Context: an optimization exercise on an open-source flow, tuned for small area and a short achievable clock period. The choices shown serve that exercise and are no tape-out recipe. Where RTL was checked, it was by simulation tests only, not by an equivalence proof against the original. For runs 1 to 7, only the layout was checked, not whether the RTL still works. Power and IR drop assume default switching activity.

### design.v
module FIFO(
	input [7:0] DATA_IN,
	input READ, WRITE, CLEAR_N, RESET_N, CLOCK,
	output reg [7:0] DATA_OUT,
	output reg [4:0] USE_DW,
	output reg F_FULL_N, F_EMPTY_N
);
reg [255:0] sr;       
reg [7:0]   rd;       
reg [3:0]   lo;       
reg [7:0]   hi;       
wire rst = ~(RESET_N & CLEAR_N);
wire shift = WRITE & (READ | F_FULL_N);
always @(posedge CLOCK)
	if (shift)
		sr <= {sr[247:0], DATA_IN};
reg [7:0] oldest;
integer s;
always @* begin
	oldest = 8'd0;
	for (s = 0; s < 32; s = s + 1)
		oldest = oldest | ({8{lo[s%4] & hi[s/4]}} & sr[8*((s+31)%32) +: 8]);
end
always @(posedge CLOCK)
	rd <= oldest;
always @(posedge CLOCK)
	if (~F_EMPTY_N & WRITE & READ)
		DATA_OUT <= DATA_IN;
	else
		DATA_OUT <= rd;
wire inc = WRITE & ~READ & F_FULL_N;
wire dec = READ & ~WRITE & F_EMPTY_N;
reg [4:0] cnt_n;
reg       full_n_n, empty_n_n;
always @* begin
	cnt_n     = USE_DW;
	full_n_n  = F_FULL_N;
	empty_n_n = F_EMPTY_N;
	if (rst) begin
		cnt_n     = 5'd0;
		full_n_n  = 1'b1;
		empty_n_n = 1'b0;
	end else if (inc) begin
		cnt_n     = USE_DW + 5'd1;
		full_n_n  = ~(USE_DW == 5'd31);
		empty_n_n = 1'b1;
	end else if (dec) begin
		cnt_n     = USE_DW - 5'd1;
		full_n_n  = 1'b1;
		empty_n_n = ~(USE_DW == 5'd1 && F_FULL_N);
	end
end
always @(posedge CLOCK) begin
	USE_DW    <= cnt_n;
	F_FULL_N  <= full_n_n;
	F_EMPTY_N <= empty_n_n;
	lo        <= 4'd1 << cnt_n[1:0];
	hi        <= 8'd1 << cnt_n[4:2];
end
endmodule
### config.mk
export PLATFORM = sky130hd
export DESIGN_NAME = FIFO
export DESIGN_NICKNAME = FIFO
export VERILOG_FILES = /design/flow/design.v
export SDC_FILE = /design/flow/constraint.sdc
export NUM_CORES = 4
export LEC_CHECK = 0
export CAP_MARGIN = 20
export CORE_MARGIN = 2
export CORE_UTILIZATION = 40
export SLEW_MARGIN = 20
### constraint.sdc
create_clock -name core_clock -period 2.5 [get_ports {CLOCK}]
set_input_delay 0.5000 -clock core_clock [delete_from_list [all_inputs] [get_ports {CLOCK}]]
set_output_delay 0.5000 -clock core_clock [all_outputs]
set_load 0.01 [all_outputs]
### run.sh
#!/bin/bash
# synth_recipe.tcl (not shown) runs the flow's synth.tcl, then flattens the netlist and writes it again
# the make line also repeats each setting of config.mk as NAME=value (left out here)
make -C /OpenROAD-flow-scripts/flow DESIGN_CONFIG=/design/flow/config.mk WORK_HOME=/design/flow/orfs CLKGATE_MAP_FILE= SYNTH_SCRIPT=/design/flow/synth_recipe.tcl finish
==> notes.md, run 1 <==
status=complete, no violations; total CTS buffers=30; Post-Place Cells=956; worst hold stages=0; CP endpoint=USE_DW[2]; DR DRC count=0; storage element area=8390 um2; die height=166 um; detailed-route wire length per cell=22.2 um; via count=5980; Crit. End Element=output port; first-pass GRT wire length=35.2 mm; Die Width=166 um; fmax=472 MHz; clk slew on worst S/H paths=0.06 ns; register area share after synthesis=79.4%; Crit-path slowest cell=clkdlybuf4s50_1; Skew-Pair Late Insertion Delay=0.55 ns; Initial DRC Count=870; Clock Skew=0.0178 ns; initial antenna violation count=0; layout cells sized above 1=13.5%; PwrDens=884 nW/um2; Reg2Reg Capture Point=hi[2]$_SDFF_PP0_; final net count=670; Syn Inst Count=608; Hold Path Class=flop to flop; Ports=28; dpl ws=0.116 ns; Top delay family on crit path=buffers and inverters; most frequent cells in the layout=edfxtp_1 (256), a22oi_1 (72), a22o_1 (41); Slew Limit Fails=0; Final WS setup=0.383 ns; crit-path max FO=7; clk sinks=291; Post-synth EDFFs=256; Top FF cell, synth=edfxtp_1; H-tree depth=1; mux cell area share after synthesis=1.16%; Synth Cell Area=10600 um2; Total Die Area=27700 um2; number of global-route vias before repair=6131; FF-to-FF Start=USE_DW[0]$_DFF_P_; RSZ-0062 raised after global routing=false; P_leak=4.28 nW; Slew HR=27.1%; port buffer count=27; WL final=22.4 mm; cts hold-fix bufs=0; fill count=2154; DR vias/cell=5.91; Setup Buffers After CTS=0; count of final setup violators=0; Placer Congestion=0.862; setup tns final=0 ns; Least-Margin Pin Slew=1.09 ns; fin crit period=2.12 ns; hpwl dp=13.0 mm; Synth-to-Final Area Change=18.1%; grt total ovfl=0; CTS tree=yes; Synth cell types=45; Crit path required time=2.00 ns; Mapped Avg Cell Area=17.4 um2; largest family of logic cells by synthesized area=compound AO/OA/AOI/OAI gates; area occupied by multi-input gates=2010 um2; Critical Path AT=1.62 ns; fraction of registers with async set or reset after synthesis=0%; stages on the worst setup path=1; post-route insts no fill=1011; reg2reg setup slack=0.66 ns; Detail Route Antenna Nets=0; GRT Overall Usage=15.9%; Buf/Inv on CP=1; total of max-cap violations=0; Yosys Warn Count=1; Post-CTS Resized=0; core region area=26000 um2; crit-path cells=clkdlybuf4s50_1; critical path class=flop to output port; Core Rows=59; Final Hold Fails=0; Mapped Nets=625; Initial Util=40.6%; slowest stage delay, CP=0.60 ns; Final Util=48.0%; root buffer cell=clkbuf_16; Max clock buf depth=3; n_diodes=0; Post-Synth Adder-Cell Area=0.474%; peak supply drop=0.000509 V; Synth Area in Simple Gates=4.63%; DRT Pass-1 Iters=5; pin count of the biggest net entering global routing=66; most common cell after layout, fill and taps aside=edfxtp_1; Synth Area in XOR/XNOR=0%; startpoint type of the worst setup path=flop; CP startpoint=USE_DW[2]$_DFF_P_; post-synthesis compound-gate area fraction=12.7%; hold_ws=0.448 ns; fin crit share=84.7%; #FFs+latches synth=291; Reg2Reg Depth=6
==> layout make-up <==
cell class	count	share of cell area [%]
clock buffer	33	6.28
clock inverter	22	2.47
inverter	8	0.241
multi-input combinational	271	16.1
sequential	291	67.3
tap	335	3.36
timing repair buffer	51	4.31
==> worst min-delay path by stage <==
stage / to / from
finish: sr[125]$_DFFE_PP_ / sr[117]$_DFFE_PP_
floorplan: sr[129]$_DFFE_PP_ / sr[121]$_DFFE_PP_
global placement: sr[94]$_DFFE_PP_ / sr[86]$_DFFE_PP_
global route: sr[234]$_DFFE_PP_ / sr[226]$_DFFE_PP_
CTS: sr[224]$_DFFE_PP_ / sr[216]$_DFFE_PP_
detailed placement: sr[141]$_DFFE_PP_ / sr[133]$_DFFE_PP_
==> sequential cells by signal, summed over array words and instances, names as in the netlist <==
name and count:
lo 4, USE_DW 5, DATA_OUT 8, F_FULL_N 1, rd 8, F_EMPTY_N 1
hi 8, sr 256
==> kinds of logic after synthesis <==
| kind of cell | count (synthesis) |
|---|---|
| AND/OR/NAND/NOR | 94 |
| multiplexers | 10 |
| buffers and inverters | 46 |
| flip-flops | 291 |
| adder cells (fa/ha/maj) | 4 |
| AO/OA/AOI/OAI | 163 |
==> cell usage after synthesis, drive strengths merged (6+ instances only) <==
cell	number	area share [%]
nor4	8	0.47
a22oi	72	5.1
edfxtp	256	73
nand3	25	1.2
a222oi	20	1.9
buf	8	0.31
nand4	6	0.36
nand2	30	1.1
mux2	8	0.85
inv	8	0.28
a22o	41	3.4
clkbuf	30	1.1
dfxtp	35	6.6
==> power breakdown <==
group          switching, mW  internal, mW
sequential             0.175          5.60
clock                   1.82          3.06
combinational          0.197         0.167
total                   2.20          8.83
==> per-stage QoR <==
stage	area (um2)	power (mW)
floorplan	10600	6.02
global placement	11400	6.22
detailed placement	11400	6.24
CTS	12500	11.1
global route	12500	11.4
finish	12500	11.0
==> metal layers <==
| metal | share of wire [%] | vias to the layer above | GRT usage (%) | wire length, um |
|---|---|---|---|---|
| met5 | 0 | - | 0 | 0 |
| met4 | 2.5 | 0 | 5.43 | 555 |
| met3 | 8.1 | 39 | 2.59 | 1830 |
| met2 | 45 | 289 | 24.2 | 10100 |
| met1 | 44 | 3039 | 23.5 | 9900 |
| li1 | - | 2613 | - | - |
==> run 2: changes to the inputs <==
--- a/config.mk
+++ b/config.mk
@@ -8,4 +8,5 @@
 export CAP_MARGIN = 20
 export CORE_MARGIN = 2
 export CORE_UTILIZATION = 40
+export SETUP_SLACK_MARGIN = 1.0
 export SLEW_MARGIN = 20
==> run 2 against run 1 <==
  * Non-clock buffer count grew 56
  * Clock power shrank 3%
  * Clock skew shrank 0.0083 ns
  * Total power shrank 0.72%
  * Hold slack lost 0.0014 ns
  * Via count grew 5.3%
  * Critical path depth grew 6
  * Largest cell class unchanged
  * Synthesized cell count is the same
  * Register-to-register slack gained 0.22 ns
  * Final cell count grew 5.4%
  * Combinational power grew 28%
  * Routed wire length grew 7.9%
==> notes.md, run 2 <==
Reg2Reg Depth=7; number of global-route vias before repair=6208; DRT Pass-1 Iters=5; Detail Route Antenna Nets=0; most frequent cells in the layout=edfxtp_1 (256), a22oi_1 (66), buf_4 (47); Yosys Warn Count=1; Top FF cell, synth=edfxtp_1; placed cell areas=11600 um2; hold_ws=0.447 ns; HP Start=sr[29]$_DFFE_PP_; post-route cell area=13400 um2; DR vias/cell=5.91; Syn Inst Count=608; Final Hold Fails=0; GRT Overall Usage=16.5%; Critical Path AT=2.06 ns; Mapped Avg Cell Area=17.4 um2; clk sinks=291; cell taking the most area after synthesis=edfxtp_1; n_diodes=0; grt total ovfl=0; Placer Congestion=0.860; Hold Path Class=flop to flop; dpl ws=0.185 ns; critical path class=flop to flop; Ports=28; Crit. End Element=flop; cts hold-fix bufs=0; detailed-route wire length per cell=22.7 um; Buf/Inv on CP=2; register area share after synthesis=79.4%; clk slew on worst S/H paths=0.06 ns; port buffer count=27; Synth cell types=45; Crit path required time=2.94 ns; root buffer cell=clkbuf_16; fmax=618 MHz; die height=166 um; Crit-path slowest cell=dfxtp_4; final net count=725; H-tree depth=1; Synth-to-Final Area Change=27.1%; P_leak=4.70 nW; Core Rows=59; synth cell count leaders=edfxtp_1 (256), a22oi_1 (72), a22o_1 (41), dfxtp_1 (35); worst hold stages=0; CP startpoint=USE_DW[1]$_DFF_P_; most common cell in the netlist=edfxtp_1; largest cells by area after synthesis=edfxtp_1 (73%), dfxtp_1 (6.6%), a22oi_1 (5.1%), a22o_1 (3.4%), a222oi_1 (1.9%); Die Width=166 um; FF-to-FF Start=USE_DW[1]$_DFF_P_; total CTS buffers=29; #FFs+latches synth=291; area occupied by multi-input gates=2260 um2; Final WS setup=0.881 ns; via count=6297; DR DRC count=0; count of final setup violators=0; Mapped Nets=625; WL final=24.2 mm; startpoint type of the worst setup path=flop; Largest Register=sr; layout cells sized above 1=29.7%; Clock Skew=0.00952 ns; Total Die Area=27700 um2; crit-path max FO=5; fin crit period=1.62 ns; Tot Pwr=10.9 mW; fin crit share=64.8%; Slew Limit Fails=0; Largest register FFs=256; PwrDens=816 nW/um2; status=complete, no violations; total of max-cap violations=0; pin count of the biggest net entering global routing=28; Synth Cell Area=10600 um2; CTS tree=yes; fraction of registers with async set or reset after synthesis=0%; Initial DRC Count=697; Yosys top cell area share=72.8%; Slew HR=74.0%; Post-synth EDFFs=256; peak supply drop=0.000468 V; Initial Util=40.6%; stages on the worst setup path=7; slowest stage delay, CP=0.38 ns; most common cell after layout, fill and taps aside=edfxtp_1; hpwl dp=13.6 mm; crit-path cells=inv_4 -> ha_4 -> nand4b_1 -> and4_1 -> nor2_4 -> inv_2 -> nor4_1; storage element area=8460 um2; initial antenna violation count=0; fill count=2103; RSZ-0062 raised after global routing=true; core region area=26000 um2; Least-Margin Pin Slew=0.387 ns; Skew-Pair Late Insertion Delay=0.54 ns; Max clock buf depth=3; Top delay family on crit path=simple AND/OR/NAND/NOR gates; first-pass GRT wire length=36.0 mm
run 2: cell counts after synthesis:
Identical to the previous run, type by type.
run 2: final cells by class:
| type | instances | area share (%) |
|---|---|---|
| clock buffer | 38 | 5.96 |
| clock inverter | 16 | 1.90 |
| inverter | 8 | 0.242 |
| multi-input combinational | 271 | 16.8 |
| sequential | 291 | 63.0 |
| tap | 335 | 3.12 |
| timing repair buffer | 107 | 8.94 |
run 2: worst paths after layout:
| check | endpoint | slack (ns) |
|---|---|---|
| worst min-delay path | sr[37]$_DFFE_PP_ | 0.45 |
| worst max register to register | hi[4]$_SDFF_PN0_ | 0.88 |
| worst min register to register | sr[37]$_DFFE_PP_ | 0.45 |
| worst max-delay path | hi[4]$_SDFF_PN0_ | 0.88 |
run 2: layer usage:
metal	global-route usage [%]	vias up	wire length, um
li1	-	2733	-
met1	24.2	3244	11000
met2	25.3	279	11000
met3	3.16	41	1780
met4	4.61	0	455
met5	0	-	0
run 2: metrics by stage:
step	setup TNS [ns]	utilization, %	instances
after floorplan	-79.56	-	608
after global placement	0	44.8	966
after detailed placement	0	44.8	966
after CTS	0	50.5	1048
after global routing	0	51.7	1066
final	0	51.7	1066
run 2: cell families after synthesis:
kind of cell / synth area share, %
flip-flops: 79.4
buffers and inverters: 1.66
multiplexers: 1.16
adder cells (fa/ha/maj): 0.474
AO/OA/AOI/OAI: 12.7
AND/OR/NAND/NOR: 4.63
run 2: power by group:
part | switching [mW] | internal (mW)
sequential | 0.166 | 5.59
combinational | 0.242 | 0.225
clock | 1.76 | 2.96
total | 2.17 | 8.78
run 2: timing repair:
action                     in CTS  in global routing
pin swaps                      21                 24
buffers inserted               28                 16
gates cloned                    0                  2
resized for setup             131                 28
setup endpoints to repair     235                164
==> run 3: changes to the inputs <==
--- a/config.mk
+++ b/config.mk
@@ -8,5 +8,7 @@
 export CAP_MARGIN = 20
 export CORE_MARGIN = 2
 export CORE_UTILIZATION = 40
-export SETUP_SLACK_MARGIN = 1.0
+export CTS_BUF_LIST = sky130_fd_sc_hd__clkbuf_8
+export CTS_CLUSTER_DIAMETER = 60
+export CTS_CLUSTER_SIZE = 18
 export SLEW_MARGIN = 20
==> run 3 against run 2 <==
  * Die area is the same
  * Final cell count shrank 6.8%
  * Flip-flop and latch count is the same
  * Final area shrank 12%
  * Sequential power is essentially flat
  * Setup slack lost 0.49 ns
  * First-iteration DRC count grew 9.0%
  * Critical path type is now flop to output port
  * Still clean on timing, DRC and antenna
  * Fmax shrank 23%
  * Hold slack gained 0.0043 ns
  * Via count shrank 5.9%
  * Clock power shrank about 50%
==> notes.md, run 3 <==
status=complete, no violations; crit-path max FO=7; Final Hold Fails=0; HP Start=sr[123]$_DFFE_PP_; core region area=26000 um2; Slew HR=26.4%; Mapped Nets=625; Die Width=166 um; Setup Buffers After CTS=0; cell taking the most area after synthesis=edfxtp_1; DRT Pass-1 Iters=8; pin count of the biggest net entering global routing=66; Yosys Warn Count=1; Top delay family on crit path=buffers and inverters; worst hold stages=0; most frequent cells in the layout=edfxtp_1 (256), a22oi_1 (72), a22o_1 (41); root buffer cell=clkbuf_8; layout cells sized above 1=10.6%; Total Die Area=27700 um2; Synth Cell Area=10600 um2; largest cells by area after synthesis=edfxtp_1 (73%), dfxtp_1 (6.6%), a22oi_1 (5.1%), a22o_1 (3.4%), a222oi_1 (1.9%); most common cell in the netlist=edfxtp_1; WL final=22.0 mm; final net count=661; Mapped Avg Cell Area=17.4 um2; DR vias/cell=5.97; Ports=28; Sw Ratio=22.0%; CTS tree=yes; Crit path required time=2.00 ns; FF-to-FF Start=hi[0]$_SDFF_PP0_; count of final setup violators=0; synth cell count leaders=edfxtp_1 (256), a22oi_1 (72), a22o_1 (41), dfxtp_1 (35); hpwl dp=13.0 mm; crit-path cells=clkdlybuf4s50_1; Buf/Inv on CP=1; Initial DRC Count=760; Detail Route Antenna Nets=0; Synth cell types=45; total CTS buffers=21; register area share after synthesis=79.4%; H-tree depth=1; Crit-path slowest cell=clkdlybuf4s50_1; Slew Limit Fails=0; number of global-route vias before repair=6006; Cell Int Power=6.64 mW; Core Rows=59; Logic pwr share=4.3%; fin crit share=84.5%; Clock Power Share=28.0%; PwrDens=723 nW/um2; Crit. End Element=output port; Critical Path AT=1.61 ns; Top FF cell, synth=edfxtp_1; post-route cell area=11800 um2; grt total ovfl=0; Largest register FFs=256; fin crit period=2.11 ns; peak supply drop=0.000294 V; P_leak=3.99 nW; #FFs+latches synth=291; register share of total power=67.8%; Clock Skew=0.0317 ns; Initial Util=40.6%; first-pass GRT wire length=34.6 mm; most common cell after layout, fill and taps aside=edfxtp_1; clk slew on worst S/H paths=0.11 ns; Least-Margin Pin Slew=1.10 ns; detailed-route wire length per cell=22.2 um; Post-CTS Resized=0; RSZ-0062 raised after global routing=false; placed cell areas=11400 um2; total of max-cap violations=0; via count=5924; Syn Inst Count=608; reg2reg setup slack=0.64 ns; Max clock buf depth=3; Skew-Pair Late Insertion Delay=0.54 ns; cts hold-fix bufs=0; Placer Congestion=0.862; die height=166 um; Largest Register=sr; Reg2Reg Capture Point=rd[1]$_DFF_P_; Reg2Reg Depth=5; P_sw=1.87 mW; fraction of registers with async set or reset after synthesis=0%; n_diodes=0; fmax=474 MHz; Hold Path Class=flop to flop; slowest stage delay, CP=0.60 ns; DR DRC count=0; clk sinks=291; hold endpoint=sr[131]$_DFFE_PP_; GRT Overall Usage=15.7%; initial antenna violation count=0; Post-synth EDFFs=256; Yosys top cell area share=72.8%; Synth-to-Final Area Change=11.5%; critical path class=flop to output port; port buffer count=27; setup tns final=0 ns; startpoint type of the worst setup path=flop
## run 3: how the worst max path moves through the flow
stage                                 start               end  slack [ns]  cells after the start
final                     USE_DW[0]$_DFF_P_         USE_DW[0]        0.39                      1
after global placement                WRITE  hi[4]$_SDFF_PN0_        0.24                      6
after global routing      USE_DW[2]$_DFF_P_         USE_DW[2]        0.25                      1
after detailed placement              WRITE  hi[4]$_SDFF_PN0_        0.12                      6
after floorplan                        READ   sr[0]$_DFFE_PP_       -0.31                      1
after CTS                 USE_DW[2]$_DFF_P_         USE_DW[2]        0.35                      1
## run 3: power groups by stage
| stage | sequential, mW | combinational [mW] | clock [mW] |
|---|---|---|---|
| 5_1_grt | 5.80 | 0.398 | 2.66 |
| 3_5_place_dp | 5.87 | 0.367 | 0 |
| 3_3_place_gp | 5.86 | 0.359 | 0 |
| 2_1_floorplan | 5.80 | 0.213 | 0 |
| 6_report | 5.77 | 0.364 | 2.38 |
| 4_1_cts | 5.77 | 0.368 | 2.47 |
## run 3: stage by stage
step	total power, mW	hold slack, ns	setup slack (ns)	util (%)	instances
floorplan	6.02	0.426	-0.311	-	608
global placement	6.22	0.429	0.239	43.8	956
detailed placement	6.24	0.436	0.116	43.8	956
CTS	8.60	0.448	0.351	45.3	993
global route	8.85	0.450	0.251	45.3	993
finish	8.51	0.451	0.388	45.3	993
## run 3: cell families after synthesis
kind of cell | synth area share (%)
compound gates | 12.7
fa+ha+maj | 0.474
buf+inv | 1.66
flops | 79.4
mux | 1.16
simple gates | 4.63
## run 3: layout make-up
class,instances,area (um2)
fill,2232,14200
sequential,291,8390
multi-input combinational,271,2010
timing repair buffer,51,538
tap,335,419
clock buffer,23,317
clock inverter,14,75.1
inverter,8,30.0
## run 3: routing by layer
| layer | global-route usage [%] | vias to the layer above | part of all wire [%] |
|---|---|---|---|
| met5 | 0 | - | 0 |
| met4 | 4.31 | 0 | 2.2 |
| met3 | 2.71 | 36 | 8.1 |
| met2 | 24.1 | 291 | 45 |
| met1 | 23.2 | 3020 | 45 |
| li1 | - | 2577 | - |
==> run 4: changes to the inputs <==
--- a/design.v
+++ b/design.v
@@ -54,7 +54,18 @@
 	USE_DW    <= cnt_n;
 	F_FULL_N  <= full_n_n;
 	F_EMPTY_N <= empty_n_n;
-	lo        <= 4'd1 << cnt_n[1:0];
-	hi        <= 8'd1 << cnt_n[4:2];
 end
+always @(posedge CLOCK)
+	if (rst) begin
+		lo <= 4'b0001;
+		hi <= 8'b00000001;
+	end else if (inc) begin
+		lo <= {lo[2:0], lo[3]};
+		if (lo[3])
+			hi <= {hi[6:0], hi[7]};
+	end else if (dec) begin
+		lo <= {lo[0], lo[3:1]};
+		if (lo[0])
+			hi <= {hi[0], hi[7:1]};
+	end
 endmodule
--- a/config.mk
+++ b/config.mk
@@ -11,4 +11,5 @@
 export CTS_BUF_LIST = sky130_fd_sc_hd__clkbuf_8
 export CTS_CLUSTER_DIAMETER = 60
 export CTS_CLUSTER_SIZE = 18
+export SETUP_SLACK_MARGIN = 1.0
 export SLEW_MARGIN = 20
==> run 4 against run 3 <==
  * Count of clock-buffer cells in the layout did not move
  * Still clean
  * Flip-flop and latch count did not move
  * Core utilization rose by 2.8 points
  * Sequential share of layout area fell by 5.5 points
  * Final area rose by 9.1%
  * Largest cell class unchanged
  * Hold slack got worse by 0.0046 ns
  * Final cell count rose by 8.8%
==> notes.md, run 4 <==
most common cell in the netlist=edfxtp_1; cts hold-fix bufs=0; startpoint type of the worst setup path=flop; grt total ovfl=0; initial antenna violation count=0; largest cells by area after synthesis=edfxtp_1 (71%), dfxtp_1 (6.5%), a22oi_1 (5.3%), a22o_1 (3.3%), a222oi_1 (2.0%); most frequent cells in the layout=edfxtp_1 (256), a22oi_1 (64), nand2_1 (49); total CTS buffers=22; peak supply drop=0.000514 V; Cell Int Power=6.78 mW; hold_ws=0.447 ns; status=complete, no violations; Crit. End Element=flop; fin crit period=1.66 ns; Mapped Nets=657; Clock Power Share=29.4%; Largest Register=sr; Sw Ratio=22.6%; Crit path required time=2.91 ns; Final Hold Fails=0; dpl ws=0.204 ns; first-pass GRT wire length=38.4 mm; Mapped Avg Cell Area=16.8 um2; Ports=28; Synth Cell Area=10800 um2; Critical Path AT=2.07 ns; number of global-route vias before repair=6429; Slew Limit Fails=0; final net count=740; #FFs+latches synth=291; Initial Util=40.3%; die height=168 um; hpwl dp=13.1 mm; Post-synth EDFFs=256; Reg2Reg Depth=4; pin count of the biggest net entering global routing=97; n_diodes=0; fin crit share=66.3%; Core Rows=60; CTS tree=yes; crit-path max FO=2; P_leak=4.41 nW; Least-Margin Pin Slew=0.408 ns; GRT Overall Usage=17.7%; RSZ-0062 raised after global routing=true; Slew HR=72.8%; PwrDens=682 nW/um2; Placer Congestion=0.830; worst hold stages=0; Yosys Warn Count=1; Max clock buf depth=3; Synth cell types=41; synth cell count leaders=edfxtp_1 (256), a22oi_1 (76), nand2_1 (49), a22o_1 (40), dfxtp_1 (35); Final WS setup=0.842 ns; count of final setup violators=0; detailed-route wire length per cell=24.0 um; root buffer cell=clkbuf_8; Crit-path slowest cell=edfxtp_1; slowest stage delay, CP=0.45 ns; Hold Path Class=flop to flop; critical path class=flop to flop; layout cells sized above 1=25.2%; cell taking the most area after synthesis=edfxtp_1; WL final=26.0 mm; P_sw=1.98 mW; Detail Route Antenna Nets=0; register share of total power=65.6%; Post-Place Cells=989; fraction of registers with async set or reset after synthesis=0%; Total Die Area=28300 um2; port buffer count=27; post-route insts no fill=1080; clk sinks=291; most common cell after layout, fill and taps aside=edfxtp_1; Skew-Pair Late Insertion Delay=0.56 ns; fmax=603 MHz; setup tns final=0 ns; Largest register FFs=256; core region area=26700 um2; H-tree depth=1; Clock Skew=0.0259 ns; clk slew on worst S/H paths=0.12 ns; Initial DRC Count=737; via count=6438; Logic pwr share=5.0%; Yosys top cell area share=71.4%; DRT Pass-1 Iters=5; DR vias/cell=5.96; Synth-to-Final Area Change=19.3%; register area share after synthesis=77.9%; total of max-cap violations=0; Top FF cell, synth=edfxtp_1; Syn Inst Count=640; Die Width=168 um; crit-path cells=a222oi_1 -> nand3_1 -> a222oi_1 -> nand3_1; DR DRC count=0
[run 4: cell count changes after synthesis, sizes merged, moves of 3 or more]
cell / previous run / this run
clkbuf: 30 / 20
a211oi: 5 / 2
nand3: 25 / 20
nand2: 30 / 49
buf: 8 / 24
nor2: 5 / 18
a21boi: 5 / 2
a311oi: 0 / 10
nor4: 8 / 0
a22oi: 72 / 76
[run 4: metal layers]
| layer | GRT usage (%) | share of wire (%) | vias up |
|---|---|---|---|
| met5 | 0 | 0 | - |
| met4 | 6.45 | 2.7 | 0 |
| met3 | 3.29 | 7.0 | 45 |
| met2 | 26.9 | 45 | 299 |
| met1 | 25.5 | 45 | 3301 |
| li1 | - | - | 2793 |
[run 4: logic make-up after synthesis]
group | share of synthesized area [%]
flops | 77.9
xor+xnor | 0.244
simple gates | 4.51
buf+inv | 2.09
fa+ha+maj | 0.465
compound gates | 13.6
mux | 1.23
[run 4: final timing paths]
path / end / startpoint / slack [ns]
worst max-delay path: rd[2]$_DFF_P_ / sr[90]$_DFFE_PP_ / 0.84
worst min-delay path: sr[26]$_DFFE_PP_ / sr[18]$_DFFE_PP_ / 0.45
worst min register to register: sr[26]$_DFFE_PP_ / sr[18]$_DFFE_PP_ / 0.45
worst max register to register: rd[2]$_DFF_P_ / sr[90]$_DFFE_PP_ / 0.84
[run 4: timing repair]
item,CTS,global route
buffers inserted,36,9
endpoints found under the setup margin,226,125
pin swaps,20,28
cloned,4,2
gates resized for setup,110,39
[run 4: layout make-up]
type / count / area (um2)
flip-flops and latches: 291 / 8450
clock buffers: 23 / 317
multi-input cells: 301 / 2340
repair buffers: 101 / 1170
well taps: 341 / 427
inverters: 6 / 22.5
fillers: 2293 / 13900
clock inverters: 17 / 125
[run 4: power by group through the flow]
stage	Combinational (mW)	Sequential (mW)	Clock [mW]
after global placement	0.354	5.87	0
final	0.439	5.75	2.57
after floorplan	0.224	5.80	0
after global routing	0.472	5.78	2.82
after detailed placement	0.362	5.87	0
after CTS	0.412	5.74	2.64
[run 4: critical path: cells and delay by family, from the launching register on]
kind               cells  cell delay, ns
AOI/OAI and AO/OA      2            0.80
DFF                    1            0.45
and+or+nand+nor        2            0.27
[run 4: metrics by stage]
stage / total power [mW] / util (%) / instance area [um2]
floorplan: 6.02 / - / 10800
global placement: 6.22 / 43.2 / 11600
detailed placement: 6.23 / 43.2 / 11600
CTS: 8.80 / 46.9 / 12500
global route: 9.07 / 48.1 / 12800
finish: 8.76 / 48.1 / 12800
==> run 5: changes to the inputs <==
--- a/config.mk
+++ b/config.mk
@@ -7,7 +7,7 @@
 export LEC_CHECK = 0
 export CAP_MARGIN = 20
 export CORE_MARGIN = 2
-export CORE_UTILIZATION = 40
+export CORE_UTILIZATION = 60
 export CTS_BUF_LIST = sky130_fd_sc_hd__clkbuf_8
 export CTS_CLUSTER_DIAMETER = 60
 export CTS_CLUSTER_SIZE = 18
==> run 5 against run 4 <==
  * Hold slack better by 0.0069 ns
  * Critical path depth stayed put
  * Sequential power hardly changed
  * Fmax is 2.7% higher
  * Sequential share of layout area is 2.4 points higher
  * First-iteration DRC count is 14% higher
  * Final cell count is 12% lower
  * Combinational power is 4% lower
  * Routed wire length is 9.1% lower
  * Clock skew is 0.010 ns lower
  * Via count is 0.37% lower
  * Synthesized area stayed put
  * Critical path type unchanged
==> notes.md, run 5 <==
Detail Route Antenna Nets=0; Ports=28; PwrDens=678 nW/um2; initial antenna violation count=0; Mapped Nets=657; post-route insts no fill=952; CP startpoint=sr[86]$_DFFE_PP_; Core Rows=48; most frequent cells in the layout=edfxtp_1 (256), a22oi_1 (66), nand2_1 (49); hold_ws=0.453 ns; post-route cell area=12400 um2; Max clock buf depth=3; root buffer cell=clkbuf_8; most common cell in the netlist=edfxtp_1; Slew Limit Fails=0; placed cell areas=11500 um2; Total Die Area=19000 um2; GRT met1 Usage=37.3%; first-pass GRT wire length=36.4 mm; Skew-Pair Late Insertion Delay=0.54 ns; DRT Pass-1 Iters=7; Final Hold Fails=0; GRT Overall Usage=25.6%; synth cell count leaders=edfxtp_1 (256), a22oi_1 (76), nand2_1 (49), a22o_1 (40), dfxtp_1 (35); core region area=17400 um2; RSZ-0062 raised after global routing=true; crit-path cells=a222oi_1 -> nand3_1 -> a222oi_1 -> nand3_1; total CTS buffers=20; Least-Margin Pin Slew=0.456 ns; detailed-route wire length per cell=24.8 um; count of final setup violators=0; via count=6414; fraction of registers with async set or reset after synthesis=0%; #FFs+latches synth=291; area occupied by multi-input gates=2300 um2; Synth cell types=41; clk sinks=291; GRT met3 Usage=4.13%; n_diodes=0; fin crit share=64.6%; Crit. End Element=flop; HP Start=sr[245]$_DFFE_PP_; Initial DRC Count=842; Crit path required time=2.91 ns; Critical Path AT=2.03 ns; cell taking the most area after synthesis=edfxtp_1; worst hold stages=0; FF-to-FF Start=sr[86]$_DFFE_PP_; Hold Path Class=flop to flop; grt total ovfl=0; storage element area=8440 um2; Clock Skew=0.0157 ns; slowest stage delay, CP=0.42 ns; crit-path max FO=2; largest cells by area after synthesis=edfxtp_1 (71%), dfxtp_1 (6.5%), a22oi_1 (5.3%), a22o_1 (3.3%), a222oi_1 (2.0%); die height=138 um; Die Width=138 um; Yosys top cell area share=71.4%; WL final=23.6 mm; cts hold-fix bufs=0; hpwl dp=13.2 mm; fmax=619 MHz; final net count=730; Synth-to-Final Area Change=15.0%; DR DRC count=0; layout cells sized above 1=22.8%; fin crit period=1.62 ns; port buffer count=27; Initial Util=61.9%; Placer Congestion=0.786; Most Crowded Layer GR=met2; total of max-cap violations=0; Synth Cell Area=10800 um2; Largest register FFs=256; fill count=1159; clk slew on worst S/H paths=0.11 ns; status=complete, no violations; DR vias/cell=6.74; most common cell after layout, fill and taps aside=edfxtp_1; pin count of the biggest net entering global routing=63; Largest Register=sr; critical path class=flop to flop; peak supply drop=0.000514 V; Reg2Reg Depth=4; startpoint type of the worst setup path=flop; Crit-path slowest cell=edfxtp_1; H-tree depth=1; reg2reg setup slack=0.88 ns; Slew HR=69.5%; CTS tree=yes; Post-synth EDFFs=256; Syn Inst Count=640; P_leak=4.28 nW; Post-Place Cells=880; Tot Pwr=8.40 mW; register area share after synthesis=77.9%; Yosys Warn Count=1; Top FF cell, synth=edfxtp_1; Mapped Avg Cell Area=16.8 um2; number of global-route vias before repair=6314; M2 GR Usage=40.6%
## run 5: cell counts after synthesis
Identical to the previous run, type by type.
## run 5: cell type report
type | count | share of cell area [%]
Sequential cell | 291 | 68.1
Inverter | 6 | 0.182
Multi-Input combinational cell | 300 | 18.5
Tap cell | 225 | 2.27
Timing Repair Buffer | 94 | 8.00
Clock inverter | 15 | 0.525
Clock buffer | 21 | 2.33
## run 5: logic make-up after synthesis
family / Yosys count / synth area share (%)
AO/OA/AOI/OAI: 173 / 13.6
XOR/XNOR: 3 / 0.244
adder cells (fa/ha/maj): 4 / 0.465
buffers and inverters: 50 / 2.09
flip-flops: 291 / 77.9
multiplexers: 12 / 1.23
AND/OR/NAND/NOR: 107 / 4.51
## run 5: metrics by stage
step           setup WS (ns)  setup TNS, ns  utilization (%)
2_1_floorplan         -0.311         -79.56                -
3_3_place_gp           0.348              0             66.0
5_1_grt                0.749              0             71.1
6_report               0.885              0             71.1
3_5_place_dp           0.253              0             66.0
4_1_cts                0.907              0             70.4
## run 5: critical path: cells and delay by family, from the launching register on
family             cells  cell delay, ns
DFF                    1            0.42
and+or+nand+nor        2            0.27
AOI/OAI and AO/OA      2            0.81
## run 5: report_power, final
| group | internal, mW | switching (mW) |
|---|---|---|
| sequential | 5.58 | 0.160 |
| combinational | 0.186 | 0.235 |
| clock | 0.801 | 1.44 |
| total | 6.57 | 1.83 |
## run 5: what timing repair did
action | CTS | global route
pin swaps | 16 | 16
cloned | 1 | 0
setup endpoints to repair | 207 | 27
gates resized for setup | 109 | 22
setup buffers | 33 | 2
## run 5: final timing paths
kind | end
worst max-delay path | rd[6]$_DFF_P_
worst min-delay path | sr[253]$_DFFE_PP_
worst max register to register | rd[6]$_DFF_P_
worst min register to register | sr[253]$_DFFE_PP_
## run 5: layer usage
layer	share of wire, %	vias to the layer above
li1	-	2762
met1	43	3298
met2	48	324
met3	8.1	30
met4	1.5	0
met5	0	-
==> run 6: changes to the inputs <==
--- a/config.mk
+++ b/config.mk
@@ -5,9 +5,10 @@
 export SDC_FILE = /design/flow/constraint.sdc
 export NUM_CORES = 4
 export LEC_CHECK = 0
+export ABC_CLOCK_PERIOD_IN_PS = 1000
 export CAP_MARGIN = 20
 export CORE_MARGIN = 2
-export CORE_UTILIZATION = 60
+export CORE_UTILIZATION = 40
 export CTS_BUF_LIST = sky130_fd_sc_hd__clkbuf_8
 export CTS_CLUSTER_DIAMETER = 60
 export CTS_CLUSTER_SIZE = 18
==> run 6 against run 5 <==
  * First-iteration DRC count is 12% lower
  * Clock skew is 0.010 ns higher
  * Synthesized cell count stayed put
  * Global-route usage is 7.9 points lower
  * Die area is 48% higher
  * Sequential power hardly changed
  * Critical path type unchanged
  * Largest cell class unchanged
==> notes.md, run 6 <==
most common cell after layout, fill and taps aside=edfxtp_1; core region area=26700 um2; startpoint type of the worst setup path=flop; CTS tree=yes; Top FF cell, synth=edfxtp_1; detailed-route wire length per cell=24.0 um; fill count=2293; clk slew on worst S/H paths=0.12 ns; count of final setup violators=0; Core Rows=60; layout cells sized above 1=25.2%; Skew-Pair Late Insertion Delay=0.56 ns; final net count=740; Least-Margin Pin Slew=0.408 ns; fin crit period=1.66 ns; grt total ovfl=0; Max clock buf depth=3; P_leak=4.41 nW; Sw Ratio=22.6%; WL final=26.0 mm; Crit. End Element=flop; fmax=603 MHz; Final Hold Fails=0; pin count of the biggest net entering global routing=97; Post-synth EDFFs=256; clk sinks=291; crit-path max FO=2; GRT Overall Usage=17.7%; Final Util=48.1%; DR DRC count=0; Mapped Avg Cell Area=16.8 um2; total of max-cap violations=0; initial antenna violation count=0; number of global-route vias before repair=6429; n_diodes=0; Syn Inst Count=640; largest cells by area after synthesis=edfxtp_1 (71%), dfxtp_1 (6.5%), a22oi_1 (5.3%), a22o_1 (3.3%), a222oi_1 (2.0%); Ports=28; Slew HR=72.8%; Critical Path AT=2.07 ns; register area share after synthesis=77.9%; Slew Limit Fails=0; post-route insts no fill=1080; Hold Path Class=flop to flop; Largest register FFs=256; root buffer cell=clkbuf_8; Detail Route Antenna Nets=0; via count=6438; hpwl dp=13.1 mm; critical path class=flop to flop; fraction of registers with async set or reset after synthesis=0%; die height=168 um; most common cell in the netlist=edfxtp_1; RSZ-0062 raised after global routing=true; status=complete, no violations; Yosys Warn Count=1; Yosys top cell area share=71.4%; most frequent cells in the layout=edfxtp_1 (256), a22oi_1 (64), nand2_1 (49); port buffer count=27; first-pass GRT wire length=38.4 mm; Synth Cell Area=10800 um2; Initial DRC Count=737; Post-Place Cells=989; Synth-to-Final Area Change=19.3%; fin crit share=66.3%; total CTS buffers=22; Placer Congestion=0.830; PwrDens=682 nW/um2; Logic pwr share=5.0%; P_sw=1.98 mW; Crit path required time=2.91 ns; Total Die Area=28300 um2; DR vias/cell=5.96; synth cell count leaders=edfxtp_1 (256), a22oi_1 (76), nand2_1 (49), a22o_1 (40), dfxtp_1 (35); H-tree depth=1; Cell Int Power=6.78 mW; Die Width=168 um; register share of total power=65.6%; peak supply drop=0.000514 V; Initial Util=40.3%; cell taking the most area after synthesis=edfxtp_1; Mapped Nets=657; Synth cell types=41; Clock Skew=0.0259 ns; Largest Register=sr; reg2reg setup slack=0.84 ns; #FFs+latches synth=291; Clock Power Share=29.4%; DRT Pass-1 Iters=5
[run 6: area by class of cell]
| cell class | count | area [um2] | share of cell area [%] |
|---|---|---|---|
| clock buffer | 23 | 317 | 2.46 |
| timing repair buffer | 101 | 1170 | 9.08 |
| multi-input combinational | 301 | 2340 | 18.2 |
| tap | 341 | 427 | 3.32 |
| inverter | 6 | 22.5 | 0.175 |
| sequential | 291 | 8450 | 65.8 |
| clock inverter | 17 | 125 | 0.974 |
[run 6: cells by family after synthesis]
kind of cell	share of synthesized area (%)
DFF	77.9
AOI/OAI and AO/OA	13.6
and+or+nand+nor	4.51
buffers and inverters	2.09
muxes	1.23
adders and majority gates	0.465
xor gates and xnor gates	0.244
[run 6: power by group through the flow]
stage | Combinational (mW) | Sequential [mW] | Clock, mW
6_report | 0.439 | 5.75 | 2.57
5_1_grt | 0.472 | 5.78 | 2.82
4_1_cts | 0.412 | 5.74 | 2.64
3_5_place_dp | 0.362 | 5.87 | 0
3_3_place_gp | 0.354 | 5.87 | 0
2_1_floorplan | 0.224 | 5.80 | 0
[run 6: final timing paths]
path,startpoint,end,cells past startpoint
setup / recovery,sr[90]$_DFFE_PP_,rd[2]$_DFF_P_,4
hold / removal,sr[18]$_DFFE_PP_,sr[26]$_DFFE_PP_,0
hold reg to reg,sr[18]$_DFFE_PP_,sr[26]$_DFFE_PP_,0
setup reg to reg,sr[90]$_DFFE_PP_,rd[2]$_DFF_P_,4
[run 6: per-stage QoR]
step | setup slack [ns] | setup TNS, ns | hold slack (ns) | area, um2 | power (mW)
after detailed placement | 0.204 | 0 | 0.433 | 11600 | 6.23
after floorplan | -0.311 | -79.56 | 0.426 | 10800 | 6.02
after CTS | 0.932 | 0 | 0.438 | 12500 | 8.80
after global placement | 0.315 | 0 | 0.434 | 11600 | 6.22
after global routing | 0.728 | 0 | 0.442 | 12800 | 9.07
final | 0.842 | 0 | 0.447 | 12800 | 8.76
[run 6: layer usage]
metal	routed length (um)	track usage (%)	share of wire (%)	vias to the layer above
met1	11700	25.5	45	3301
li1	-	-	-	2793
met3	1810	3.29	7.0	45
met2	11700	26.9	45	299
met4	712	6.45	2.7	0
met5	0	0	0	-
[run 6: timing repair]
action,CTS,global route
setup buffers,36,9
pin swaps,20,28
hold buffers,0,0
resized for setup,110,39
endpoints found under the setup margin,226,125
endpoints found under the hold margin,0,0
gates cloned,4,2
[run 6: critical path: stages, from the launching register on]
cell and delay (ns):
edfxtp_1 0.45, a222oi_1 0.45, nand3_1 0.14, a222oi_1 0.35, nand3_1 0.13
==> run 7: changes to the inputs <==
--- a/config.mk
+++ b/config.mk
@@ -8,7 +8,7 @@
 export ABC_CLOCK_PERIOD_IN_PS = 1000
 export CAP_MARGIN = 20
 export CORE_MARGIN = 2
-export CORE_UTILIZATION = 40
+export CORE_UTILIZATION = 70
 export CTS_BUF_LIST = sky130_fd_sc_hd__clkbuf_8
 export CTS_CLUSTER_DIAMETER = 60
 export CTS_CLUSTER_SIZE = 18
==> run 7 against run 6 <==
  * Clock power decreased by 11%
  * Register-to-register slack better by 0.02 ns
  * Synthesized cell count did not move
  * Sequential share of layout area grew 2.0 points
  * Final cell count down 14%
  * Core utilization grew 34 points
  * Non-clock buffer count up 2
  * Total power shrank 3.3%
  * Largest power group unchanged
  * Clock skew up 0.0025 ns
==> notes.md, run 7 <==
status=complete, no violations; Ports=28; Least-Margin Pin Slew=0.473 ns; Final Hold Fails=0; M2 GR Usage=44.1%; total of max-cap violations=0; most common cell after layout, fill and taps aside=edfxtp_1; Crit-path slowest cell=edfxtp_1; detailed-route wire length per cell=26.8 um; fmax=611 MHz; Slew Limit Fails=0; core region area=15100 um2; Clock Skew=0.0284 ns; cts hold-fix bufs=0; WL final=24.8 mm; first-pass GRT wire length=35.2 mm; Core Rows=45; Die Width=128 um; total CTS buffers=20; Synth cell types=41; crit-path cells=a222oi_1 -> inv_1 -> a222oi_1 -> nand4b_1; Initial Util=71.1%; Final Util=82.3%; Skew-Pair Late Insertion Delay=0.55 ns; Critical Path AT=2.04 ns; final net count=740; most frequent cells in the layout=edfxtp_1 (256), a22oi_1 (71), nand2_1 (49), buf_4 (49), a22o_1 (40); DR vias/cell=7.17; Yosys Warn Count=1; P_leak=4.36 nW; synth cell count leaders=edfxtp_1 (256), a22oi_1 (76), nand2_1 (49), a22o_1 (40), dfxtp_1 (35); GRT met3 Usage=4.63%; peak supply drop=0.000553 V; most common cell in the netlist=edfxtp_1; Initial DRC Count=926; Syn Inst Count=640; startpoint type of the worst setup path=flop; Post-synth EDFFs=256; initial antenna violation count=0; CTS tree=yes; DR DRC count=0; cell taking the most area after synthesis=edfxtp_1; Crit path required time=2.90 ns; register area share after synthesis=77.9%; critical path class=flop to flop; Tot Pwr=8.47 mW; count of final setup violators=0; Mapped Nets=657; number of global-route vias before repair=6214; slowest stage delay, CP=0.44 ns; layout cells sized above 1=23.6%; fin crit share=65.5%; Most Crowded Layer GR=met2; fraction of registers with async set or reset after synthesis=0%; fill count=774; grt total ovfl=0; Placer Congestion=0.826; #FFs+latches synth=291; hpwl dp=13.1 mm; GRT Overall Usage=28.7%; Largest register FFs=256; Synth-to-Final Area Change=15.7%; Largest Register=sr; die height=128 um; root buffer cell=clkbuf_8; Total Die Area=16400 um2; Max clock buf depth=3; largest cells by area after synthesis=edfxtp_1 (71%), dfxtp_1 (6.5%), a22oi_1 (5.3%), a22o_1 (3.3%), a222oi_1 (2.0%); RSZ-0062 raised after global routing=true; Slew HR=68.4%; clk slew on worst S/H paths=0.11 ns; Mapped Avg Cell Area=16.8 um2; fin crit period=1.64 ns; port buffer count=27; H-tree depth=1; n_diodes=0; crit-path max FO=2; dpl ws=0.285 ns; Top FF cell, synth=edfxtp_1; Hold Path Class=flop to flop; Detail Route Antenna Nets=0; Synth Cell Area=10800 um2; DRT Pass-1 Iters=6; Yosys top cell area share=71.4%; clk sinks=291; GRT met1 Usage=42.7%; pin count of the biggest net entering global routing=59; PwrDens=680 nW/um2; setup tns final=0 ns; Final WS setup=0.863 ns; via count=6628; Crit. End Element=flop; Crit path top cell by count=a222oi_1
run 7: per-stage QoR:
| step | hold slack (ns) | instances | cell area, um2 |
|---|---|---|---|
| after floorplan | 0.426 | 640 | 10800 |
| after global placement | 0.431 | 842 | 11400 |
| after detailed placement | 0.435 | 842 | 11400 |
| after CTS | 0.433 | 906 | 12100 |
| after global routing | 0.435 | 925 | 12500 |
| final | 0.442 | 925 | 12500 |
run 7: cell type report:
class / instances / area (um2) / share of cell area (%)
Multi-Input combinational cell: 301 / 2300 / 18.5
Sequential cell: 291 / 8450 / 67.8
Timing Repair Buffer: 103 / 1080 / 8.71
Inverter: 6 / 22.5 / 0.181
Tap cell: 188 / 235 / 1.89
Clock inverter: 14 / 65.1 / 0.522
Clock buffer: 22 / 303 / 2.43
run 7: power breakdown:
part	total [mW]	switching (mW)	leakage [nW]	internal, mW
clock	2.30	1.47	0.234	0.829
combinational	0.432	0.243	1.32	0.190
sequential	5.74	0.161	2.80	5.58
run 7: timing repair:
item,in CTS,in global routing
buffers inserted,26,17
gates cloned,2,2
endpoints found under the setup margin,32,166
gates resized for setup,108,39
pin swaps,16,27
run 7: worst paths after layout:
| kind | to | cells past startpoint | slack (ns) | from |
|---|---|---|---|---|
| setup / recovery | rd[5]$_DFF_P_ | 4 | 0.86 | sr[117]$_DFFE_PP_ |
| setup reg to reg | rd[5]$_DFF_P_ | 4 | 0.86 | sr[117]$_DFFE_PP_ |
| hold / removal | sr[50]$_DFFE_PP_ | 0 | 0.44 | sr[42]$_DFFE_PP_ |
| hold reg to reg | sr[50]$_DFFE_PP_ | 0 | 0.44 | sr[42]$_DFFE_PP_ |
run 7: layer usage:
metal | routed length [um] | part of all wire (%) | vias to the layer above
met5 | 0 | 0 | -
met4 | 723 | 2.9 | 0
met3 | 2540 | 10 | 64
met2 | 11600 | 47 | 466
met1 | 9870 | 40 | 3314
li1 | - | - | 2784
run 7: worst max-delay path: cells and delay by family, from the launching register on:
| kind | cells | cell delay [ns] |
|---|---|---|
| AND/OR/NAND/NOR | 1 | 0.20 |
| buffers and inverters | 1 | 0.09 |
| AO/OA/AOI/OAI | 2 | 0.76 |
| flip-flops | 1 | 0.44 |
run 7: cell families (layout without fill, tap and decap cells):
family	after synthesis	in the layout	share of synthesized area, %
xor+xnor	3	3	0.244
fa+ha+maj	4	4	0.465
mux	12	12	1.23
flops	291	291	77.9
buf+inv	50	145	2.09
simple gates	107	108	4.51
compound gates	173	174	13.6
==> run 8: changes to the inputs <==
--- a/design.v
+++ b/design.v
@@ -6,7 +6,9 @@
 	output reg F_FULL_N, F_EMPTY_N
 );
 reg [255:0] sr;       
-reg [7:0]   rd;       
+reg [7:0]   rd0;      
+reg [7:0]   rd1;      
+reg         rdh;      
 reg [3:0]   lo;       
 reg [7:0]   hi;       
 wire rst = ~(RESET_N & CLEAR_N);
@@ -14,20 +16,26 @@
 always @(posedge CLOCK)
 	if (shift)
 		sr <= {sr[247:0], DATA_IN};
-reg [7:0] oldest;
+reg [7:0] oldest0, oldest1;
 integer s;
 always @* begin
-	oldest = 8'd0;
-	for (s = 0; s < 32; s = s + 1)
-		oldest = oldest | ({8{lo[s%4] & hi[s/4]}} & sr[8*((s+31)%32) +: 8]);
+	oldest0 = 8'd0;
+	oldest1 = 8'd0;
+	for (s = 0; s < 16; s = s + 1)
+		oldest0 = oldest0 | ({8{lo[s%4] & hi[s/4]}} & sr[8*((s+31)%32) +: 8]);
+	for (s = 16; s < 32; s = s + 1)
+		oldest1 = oldest1 | ({8{lo[s%4] & hi[s/4]}} & sr[8*((s+31)%32) +: 8]);
 end
-always @(posedge CLOCK)
-	rd <= oldest;
+always @(posedge CLOCK) begin
+	rd0 <= oldest0;
+	rd1 <= oldest1;
+	rdh <= |hi[7:4];
+end
 always @(posedge CLOCK)
 	if (~F_EMPTY_N & WRITE & READ)
 		DATA_OUT <= DATA_IN;
 	else
-		DATA_OUT <= rd;
+		DATA_OUT <= rdh ? rd1 : rd0;
 wire inc = WRITE & ~READ & F_FULL_N;
 wire dec = READ & ~WRITE & F_EMPTY_N;
 reg [4:0] cnt_n;
--- a/config.mk
+++ b/config.mk
@@ -5,10 +5,10 @@
 export SDC_FILE = /design/flow/constraint.sdc
 export NUM_CORES = 4
 export LEC_CHECK = 0
-export ABC_CLOCK_PERIOD_IN_PS = 1000
+export ABC_AREA = 1
 export CAP_MARGIN = 20
 export CORE_MARGIN = 2
-export CORE_UTILIZATION = 70
+export CORE_UTILIZATION = 60
 export CTS_BUF_LIST = sky130_fd_sc_hd__clkbuf_8
 export CTS_CLUSTER_DIAMETER = 60
 export CTS_CLUSTER_SIZE = 18
==> run 8 against run 7 <==
  * Still clean
  * Synthesized cell count rose by 60%
  * Count of clock-buffer cells in the layout increased by 2
  * Combinational power down 3%
  * Core utilization fell by 12 points
  * Setup slack gained 0.091 ns
  * Routed wire length increased by 4.1%
  * Via count increased by 11%
  * Global-route usage decreased by 3.5 points
  * Synthesized area up 7.2%
  * Non-clock buffer count is 34 lower
  * Final area rose by 6.0%
  * Critical path type is now flop to output port
==> notes.md, run 8 <==
cell taking the most area after synthesis=edfxtp_1; WL final=25.8 mm; DR DRC count=0; Largest Register=sr; via count=7325; Least-Margin Pin Slew=0.733 ns; RSZ-0062 raised after global routing=true; crit-path max FO=2; synth cell count leaders=nand2_1 (440), edfxtp_1 (256), inv_1 (108), nor2_1 (59), dfxtp_1 (44); Slew HR=51.0%; Crit. End Element=output port; P_leak=5.39 nW; CTS tree=yes; register area share after synthesis=74.2%; Top delay family on crit path=flip-flops; layout cells sized above 1=10.6%; Largest register FFs=256; pin count of the biggest net entering global routing=67; Max clock buf depth=3; most common cell in the netlist=nand2_1; count of final setup violators=0; critical path class=flop to output port; largest cells by area after synthesis=edfxtp_1 (67%), nand2_1 (14%), dfxtp_1 (7.6%), inv_1 (3.5%), nor2_1 (1.9%); peak supply drop=0.000458 V; DR vias/cell=5.41; clk sinks=300; Core Rows=50; fin crit share=61.8%; DRT Pass-1 Iters=5; Total Die Area=20400 um2; die height=143 um; final net count=1121; port buffer count=27; Skew-Pair Late Insertion Delay=0.56 ns; root buffer cell=clkbuf_8; cts hold-fix bufs=0; Initial DRC Count=708; Post-synth EDFFs=256; Detail Route Antenna Nets=0; number of global-route vias before repair=6816; Placer Congestion=0.810; #FFs+latches synth=300; Hold Path Class=flop to flop; GRT Overall Usage=25.2%; Critical Path AT=1.05 ns; Syn Inst Count=1021; Mapped Nets=1038; total CTS buffers=22; Synth-to-Final Area Change=14.3%; core region area=18800 um2; total of max-cap violations=0; grt total ovfl=0; PwrDens=688 nW/um2; Slew Limit Fails=0; Mapped Avg Cell Area=11.3 um2; fraction of registers with async set or reset after synthesis=0%; Crit path required time=2.00 ns; fill count=1361; fmax=647 MHz; H-tree depth=1; crit-path cells=buf_6; Synth cell types=20; slowest stage delay, CP=0.37 ns; Ports=28; most common cell after layout, fill and taps aside=nand2_1; most frequent cells in the layout=nand2_1 (439), edfxtp_1 (256), inv_1 (109); startpoint type of the worst setup path=flop; Crit-path slowest cell=dfxtp_4; Clock Skew=0.0290 ns; initial antenna violation count=0; Yosys top cell area share=66.6%; first-pass GRT wire length=38.1 mm; status=complete, no violations; hold_ws=0.445 ns; Yosys Warn Count=1; clk slew on worst S/H paths=0.11 ns; Final Hold Fails=0; hpwl dp=16.1 mm; Buf/Inv on CP=1; Top FF cell, synth=edfxtp_1; detailed-route wire length per cell=19.0 um; fin crit period=1.55 ns; Die Width=143 um; Final Util=70.3%; Initial Util=61.5%; Tot Pwr=9.08 mW; Synth Cell Area=11500 um2
==> run 8: metrics by stage <==
step           setup slack, ns  TNS [ns]  instances  instance area [um2]
2_1_floorplan            -2.70   -692.02       1021                11600
3_3_place_gp             0.269         0       1286                12300
3_5_place_dp             0.247         0       1286                12300
4_1_cts                  0.928         0       1342                12900
5_1_grt                  0.921         0       1354                13200
6_report                 0.955         0       1355                13200
==> run 8: layer usage <==
metal  share of wire (%)  vias to the layer above  GRT usage (%)
li1                    -                     3538              -
met1                  46                     3516           37.7
met2                  46                      229           39.2
met3                 5.9                       42           3.86
met4                 2.4                        0           6.83
met5                   0                        -              0
==> run 8: final timing paths <==
check | start | to | slack [ns] | cells past startpoint
worst min-delay path | sr[180]$_DFFE_PP_ | sr[188]$_DFFE_PP_ | 0.44 | 0
worst min register to register | sr[180]$_DFFE_PP_ | sr[188]$_DFFE_PP_ | 0.44 | 0
worst max-delay path | F_FULL_N$_SDFFE_PN1P_ | F_FULL_N | 0.95 | 1
worst max register to register | F_FULL_N$_SDFFE_PN1P_ | sr[193]$_DFFE_PP_ | 0.96 | 7
==> run 8: area by class of cell <==
class	instances	area (um2)	area share [%]
Inverter	109	444	3.36
Clock buffer	24	330	2.50
Clock inverter	16	91.3	0.692
Tap cell	234	293	2.22
Multi-Input combinational cell	602	2550	19.3
Timing Repair Buffer	69	888	6.73
Antenna cell	1	2.50	0.0190
Sequential cell	300	8610	65.2
==> run 8: cell families after synthesis <==
family          after synthesis  synth area share, %
compound gates               34                 1.47
fa+ha+maj                     4                0.433
buf+inv                     119                 4.00
flops                       300                 74.2
mux                           8                0.694
simple gates                556                 19.2
==> run 8: what timing repair did <==
item,CTS,global route
setup endpoints to repair,262,201
buffers inserted,13,8
cloned,3,4
resized for setup,97,21
endpoints found under the hold margin,0,0
pin swaps,1,1
==> run 8: power by group <==
group / internal (mW) / switching, mW / leakage, nW
logic: 0.181 / 0.239 / 2.21
clock network: 0.929 / 1.56 / 0.257
registers: 5.93 / 0.235 / 2.92
==> run 9: changes to the inputs <==
--- a/config.mk
+++ b/config.mk
@@ -5,7 +5,6 @@
 export SDC_FILE = /design/flow/constraint.sdc
 export NUM_CORES = 4
 export LEC_CHECK = 0
-export ABC_AREA = 1
 export CAP_MARGIN = 20
 export CORE_MARGIN = 2
 export CORE_UTILIZATION = 60
==> run 9 against run 8 <==
  * Synthesized cell count down 33%
  * Via count down 9.4%
  * Hold slack better by 0.0012 ns
  * Routed wire length down 3.2%
  * Sequential power down 4.2%
  * Critical path depth unchanged
  * Die area down 4.4%
  * Critical path type unchanged
  * Clock power about the same
  * Final cell count down 26%
==> notes.md, run 9 <==
status=complete, no violations; Synth Area in Simple Gates=4.56%; Synth-to-Final Area Change=15.3%; Synth cell types=38; placed cell areas=11600 um2; Yosys Warn Count=1; total CTS buffers=22; largest family of logic cells by synthesized area=compound AO/OA/AOI/OAI gates; Top delay family on crit path=flip-flops; fmax=652 MHz; Crit. End Element=output port; Least-Margin Pin Slew=0.747 ns; root buffer cell=clkbuf_8; Post-Synth Adder-Cell Area=0.454%; hold_ws=0.446 ns; final net count=768; most common cell after layout, fill and taps aside=edfxtp_1; P_leak=4.57 nW; cts hold-fix bufs=0; layout cells sized above 1=19.8%; CTS tree=yes; Yosys top cell area share=69.7%; DRT Pass-1 Iters=7; fin crit share=61.4%; Detail Route Antenna Nets=0; Max clock buf depth=3; n_diodes=0; Core Rows=49; startpoint type of the worst setup path=flop; Total Die Area=19500 um2; DR vias/cell=6.66; initial antenna violation count=0; Mapped Avg Cell Area=16.2 um2; die height=140 um; WL final=25.0 mm; Clock Skew=0.0232 ns; clk slew on worst S/H paths=0.11 ns; post-synthesis compound-gate area fraction=12.9%; Top FF cell, synth=edfxtp_1; peak supply drop=0.000658 V; Slew HR=50.1%; fill count=1198; Critical Path AT=1.03 ns; port buffer count=27; Synth Cell Area=11000 um2; slowest stage delay, CP=0.37 ns; Skew-Pair Late Insertion Delay=0.57 ns; RSZ-0062 raised after global routing=true; detailed-route wire length per cell=25.1 um; hpwl dp=12.5 mm; Final WS setup=0.966 ns; H-tree depth=1; Initial DRC Count=1036; GRT Overall Usage=24.0%; Slew Limit Fails=0; total of max-cap violations=0; largest cells by area after synthesis=edfxtp_1 (70%), dfxtp_1 (8.0%), a222oi_1 (4.3%), a22oi_1 (3.9%), a22o_1 (2.7%); Ports=28; Initial Util=61.2%; mux cell area share after synthesis=1.29%; fraction of registers with async set or reset after synthesis=0%; Final Hold Fails=0; Syn Inst Count=680; register area share after synthesis=77.7%; critical path class=flop to output port; number of global-route vias before repair=6326; Largest Register=sr; crit-path cells=buf_6; grt total ovfl=0; DR DRC count=0; Largest register FFs=256; post-route insts no fill=996; first-pass GRT wire length=36.4 mm; Crit path required time=2.00 ns; crit-path max FO=2; Hold Path Class=flop to flop; Tot Pwr=8.88 mW; count of final setup violators=0; Buf/Inv on CP=1; #FFs+latches synth=300; post-route cell area=12700 um2; Die Width=140 um; pin count of the biggest net entering global routing=80; fin crit period=1.53 ns; most common cell in the netlist=edfxtp_1; clk sinks=300; most frequent cells in the layout=edfxtp_1 (256), nand2_1 (57), a22oi_1 (57); Post-Place Cells=909; PwrDens=698 nW/um2; Placer Congestion=0.783; Crit-path slowest cell=dfxtp_4; Synth Area in XOR/XNOR=0.238%; cell taking the most area after synthesis=edfxtp_1; dpl ws=0.284 ns; Post-synth EDFFs=256; via count=6634; Mapped Nets=697; synth cell count leaders=edfxtp_1 (256), a22oi_1 (58), nand2_1 (57), a222oi_1 (47), dfxtp_1 (44); core region area=18000 um2
[run 9: changes by cell type after synthesis, sizes merged, moves of 31 or more]
| cell | before | now |
|---|---|---|
| a22oi | 0 | 58 |
| a222oi | 0 | 47 |
| inv | 109 | 24 |
| nand2 | 441 | 57 |
| a22o | 0 | 35 |
| nand4 | 35 | 4 |
| nor2 | 60 | 25 |
[run 9: per-stage QoR]
stage          util, %  setup TNS, ns
2_1_floorplan        -         -79.56
3_3_place_gp      64.6              0
3_5_place_dp      64.6              0
4_1_cts           68.7              0
5_1_grt           70.5              0
6_report          70.5              0
[run 9: worst register-to-register path, delay by kind of cell (launching register included)]
kind                   cells  cell delay [ns]
AO/OA/AOI/OAI              2             0.62
flip-flops                 1             0.44
buffers and inverters      2             0.26
AND/OR/NAND/NOR            1             0.10
[run 9: cell families after synthesis]
logic type               Yosys count
adder cells (fa/ha/maj)            4
XOR/XNOR                           3
AO/OA/AOI/OAI                    171
buffers and inverters             74
multiplexers                      14
AND/OR/NAND/NOR                  114
flip-flops                       300
[run 9: metal layers]
layer	up-vias	part of all wire [%]	global-route usage, %
met2	360	50	39.6
met4	0	1.5	5.58
met3	30	7.7	3.34
met1	3360	41	34.8
li1	2884	-	-
met5	-	0	0
[run 9: what timing repair did]
| action | 4_1_cts | 5_1_grt |
|---|---|---|
| endpoints found under the setup margin | 243 | 246 |
| gates cloned | 1 | 3 |
| setup buffers | 23 | 20 |
| pin swaps | 14 | 18 |
| gates resized for setup | 108 | 24 |
[run 9: area by class of cell]
class / count / area (um2) / area share, %
repair buffers: 96 / 1050 / 8.23
flip-flops and latches: 300 / 8630 / 67.9
clock buffers: 23 / 317 / 2.49
well taps: 229 / 287 / 2.25
clock inverters: 17 / 103 / 0.807
inverters: 24 / 90.1 / 0.709
multi-input cells: 307 / 2240 / 17.6
[run 9: path summary, 6_finish.rpt]
kind	cells past startpoint	start	slack, ns	end
worst min register to register	0	sr[59]$_DFFE_PP_	0.45	sr[67]$_DFFE_PP_
worst max register to register	5	lo[0]$_SDFFE_PN1P_	0.98	rd0[3]$_DFF_P_
worst max-delay path	1	USE_DW[1]$_SDFFE_PN0P_	0.97	USE_DW[1]
worst min-delay path	0	sr[59]$_DFFE_PP_	0.45	sr[67]$_DFFE_PP_
[run 9: where the power goes]
part	switching, mW	total, mW	internal [mW]
registers	0.172	5.90	5.73
clock network	1.57	2.48	0.907
logic	0.265	0.501	0.236

what the ideal ports hide:
Ports are ideal in the flow. The routed layouts listed here were re-timed in OpenROAD.
Step 1 assumes that a clkbuf_16 drives the clock port and a buf_2 every other input.
Step 2 adds t to the input delays and takes it off the output delays; t is the mean of the earliest and latest rising clock arrival at the registers after step 1. Input paths then give back, and output paths get back, about the clock's delay inside the block.
a / b / c = ideal ports / drivers / drivers and shift; a / b = the first two.
run | t (ns) | setup WS [ns] | hold WS [ns] | clock arrival spread, ns | worst register clock-pin slew, ns
run 1 | 0.591 | 0.383 / 0.336 / 0.063 | 0.448 / 0.448 / 0.448 | 0.020 / 0.020 | 0.07 / 0.07
run 2 | 0.585 | 0.881 / 0.881 / 0.360 | 0.447 / 0.447 / 0.447 | 0.010 / 0.009 | 0.06 / 0.06
run 3 | 0.573 | 0.388 / 0.345 / 0.102 | 0.451 / 0.451 / 0.451 | 0.036 / 0.035 | 0.12 / 0.12
run 4 | 0.588 | 0.842 / 0.842 / 0.564 | 0.447 / 0.447 / 0.447 | 0.027 / 0.028 | 0.12 / 0.12
run 5 | 0.573 | 0.885 / 0.885 / 0.589 | 0.453 / 0.453 / 0.453 | 0.020 / 0.020 | 0.11 / 0.11
run 6 | 0.588 | 0.842 / 0.842 / 0.564 | 0.447 / 0.447 / 0.447 | 0.027 / 0.028 | 0.12 / 0.12
run 7 | 0.584 | 0.863 / 0.863 / 0.479 | 0.442 / 0.442 / 0.442 | 0.045 / 0.044 | 0.12 / 0.12
run 8 | 0.587 | 0.955 / 0.913 / 0.435 | 0.445 / 0.445 / 0.445 | 0.034 / 0.033 | 0.12 / 0.12
run 9 | 0.595 | 0.966 / 0.926 / 0.525 | 0.446 / 0.446 / 0.446 | 0.025 / 0.025 | 0.12 / 0.12
After both steps setup and hold are still met in every run listed. For run 2, which loses most, drivers alone change the setup slack by 0.000 ns; drivers and shift together by -0.521 ns.
